Source: an optimization exercise on an open RTL-to-GDS flow (aim: small area and a short achievable clock period). Production flows keep margins and buffers that such runs may drop. Power figures rest on the tool's default switching activity, not on a simulated workload.

Design hybrid_pwm_sd_2ndorder, start of the top module:
module hybrid_pwm_sd_2ndorder #(parameter signalwidth=16)
(
	input clk,
	input reset_n,
	input [signalwidth-1:0] d,
	output q
);
reg [4:0]  pc;        
reg        q_r;       
reg        q_o;       
reg [22:0] w;         
reg [17:0] p;
reg [17:0] r;
reg        m;         
reg [15:0] dreg;      
reg [6:0]  th;        
reg [10:0] ep;        
reg        f31, f0, f1, f2, f3, f5, f7, f8;    
wire c16;
carry16 u_c16 (.a(p[15:0]), .b(d), .c(c16));
wire [17:0] b_oth = ({18{f2}} & {2'b0, dreg})
                  | ({18{f3 | f5}} & ({7'b0, ep} ^ {18{f3}}))
                  | ({18{f7}} & {2'b0, r[17:2]})
                  | ({18{f8}} & ~{2'b0, p[17:2]});
wire [7:0] wu;
wire [17:0] b_op = f31 ? ~{1'b0, wu, w[15:7]} : b_oth;
wire cin = f3 | f7 | (f31 & (q_r | ~&w[6:0])) | (f8 & ~|p[1:0]);
wire [17:0] sum;
wire [17:0] sa_p = p ^ b_op;
wire [17:0] sa_g = p & b_op;
wire sa_g1 = sa_g[0] | (sa_p[0] & cin);
wire sa_p1 = sa_p[0] & 1'b0;
wire sa_g2 = sa_g[2] | (sa_p[2] & sa_g[1]);
wire sa_p2 = sa_p[2] & sa_p[1];
wire sa_g3 = sa_g[4] | (sa_p[4] & sa_g[3]);
wire sa_p3 = sa_p[4] & sa_p[3];
wire sa_g4 = sa_g[6] | (sa_p[6] & sa_g[5]);
wire sa_p4 = sa_p[6] & sa_p[5];
wire sa_g5 = sa_g[8] | (sa_p[8] & sa_g[7]);
wire sa_p5 = sa_p[8] & sa_p[7];
wire sa_g6 = sa_g[10] | (sa_p[10] & sa_g[9]);
wire sa_p6 = sa_p[10] & sa_p[9];
wire sa_g7 = sa_g[12] | (sa_p[12] & sa_g[11]);
wire sa_p7 = sa_p[12] & sa_p[11];
wire sa_g8 = sa_g[14] | (sa_p[14] & sa_g[13]);
wire sa_p8 = sa_p[14] & sa_p[13];
wire sa_g9 = sa_g[16] | (sa_p[16] & sa_g[15]);
wire sa_p9 = sa_p[16] & sa_p[15];
wire sa_g10 = sa_g2 | (sa_p2 & sa_g1);
wire sa_p10 = sa_p2 & sa_p1;
  ...
export LEC_CHECK = 0
export ABC_AREA = 1
export CAP_MARGIN = 20
export CORE_MARGIN = 2
export CORE_UTILIZATION = 40
export CTS_BUF_LIST = sky130_fd_sc_hd__clkbuf_8
export SLEW_MARGIN = 20
export SYNTH_HIERARCHICAL = 1
create_clock -name core_clock -period 11.0 [get_ports {clk}]
standard.sh (not shown) runs the stock make flow with config.mk's settings and CLKGATE_MAP_FILE= SYNTH_SCRIPT=/design/flow/synth_recipe.tcl, a recipe that flattens the netlist after the stock synthesis.
==> flow/flow/run.sh <==
#!/bin/bash
# Layout: the standard ORFS flow (standard.sh) with these changes:
#  - adders are left to ABC instead of being mapped to full/half-adder cells
#    (ADDER_MAP_FILE empty); registers are those of the standard synthesis;
#  - timing repair is asked to leave 8.1 ns of setup margin, so that the
#    layout runs well faster than the 11 ns clock (the SDC is unchanged);
set -euo pipefail
bash standard.sh SETUP_SLACK_MARGIN=8.1 "BUFFER_PORTS_ARGS=-buffer_cell sky130_fd_sc_hd__buf_2" ADDER_MAP_FILE= finish > flow_make.log 2>&1
The baseline ran to the end with no violations.
Change:
--- a/flow/flow/run.sh
+++ b/flow/flow/run.sh
@@ -5 +5 @@
-#  - timing repair is asked to leave 8.1 ns of setup margin, so that the
+#  - timing repair is asked to leave 8.2 ns of setup margin, so that the
@@ -8 +8 @@
-bash standard.sh SETUP_SLACK_MARGIN=8.1 "BUFFER_PORTS_ARGS=-buffer_cell sky130_fd_sc_hd__buf_2" ADDER_MAP_FILE= finish > flow_make.log 2>&1
+bash standard.sh SETUP_SLACK_MARGIN=8.2 "BUFFER_PORTS_ARGS=-buffer_cell sky130_fd_sc_hd__buf_2" ADDER_MAP_FILE= finish > flow_make.log 2>&1
The changed run ran to the end with no violations.
Worst setup slack improved by 0.0062 ns.
Utilization went down by 0.82 points.
Count of clock-buffer cells in the layout does not change.
Sequential power stays flat.
Synthesized area does not change.
Final area went down by 1.7%.
Synthesized cell count is unchanged.
Worst hold slack improved by 0.0066 ns.
No run of this note included a check of the RTL's function; only the layout flow was run.

[re-timing with driven ports]
No port has a modelled driver above. Below, the same layouts with a new extraction and two added sets of constraints.
Step 1: set_driving_cell puts a clkbuf_16 on clk and a buf_2 on each other input, an assumption about the parent block.
Step 2, shift: input delay + t, output delay - t, t = (earliest + latest rising clock arrival at the registers) / 2. This alone moves slack from input paths to output paths.
Three values: ideal ports, drivers, drivers and shift; two values: the first two.
run | shift t [ns] | setup slack, ns | worst register clock-pin slew, ns
the first run | 0.413 | 7.977 / 7.940 / 7.658 | 0.10 / 0.10
the second run | 0.422 | 7.983 / 7.946 / 7.624 | 0.11 / 0.11
After both steps setup and hold are still met in every run listed. For the second run, which loses most, drivers alone change the setup slack by -0.037 ns; drivers and shift together by -0.359 ns.
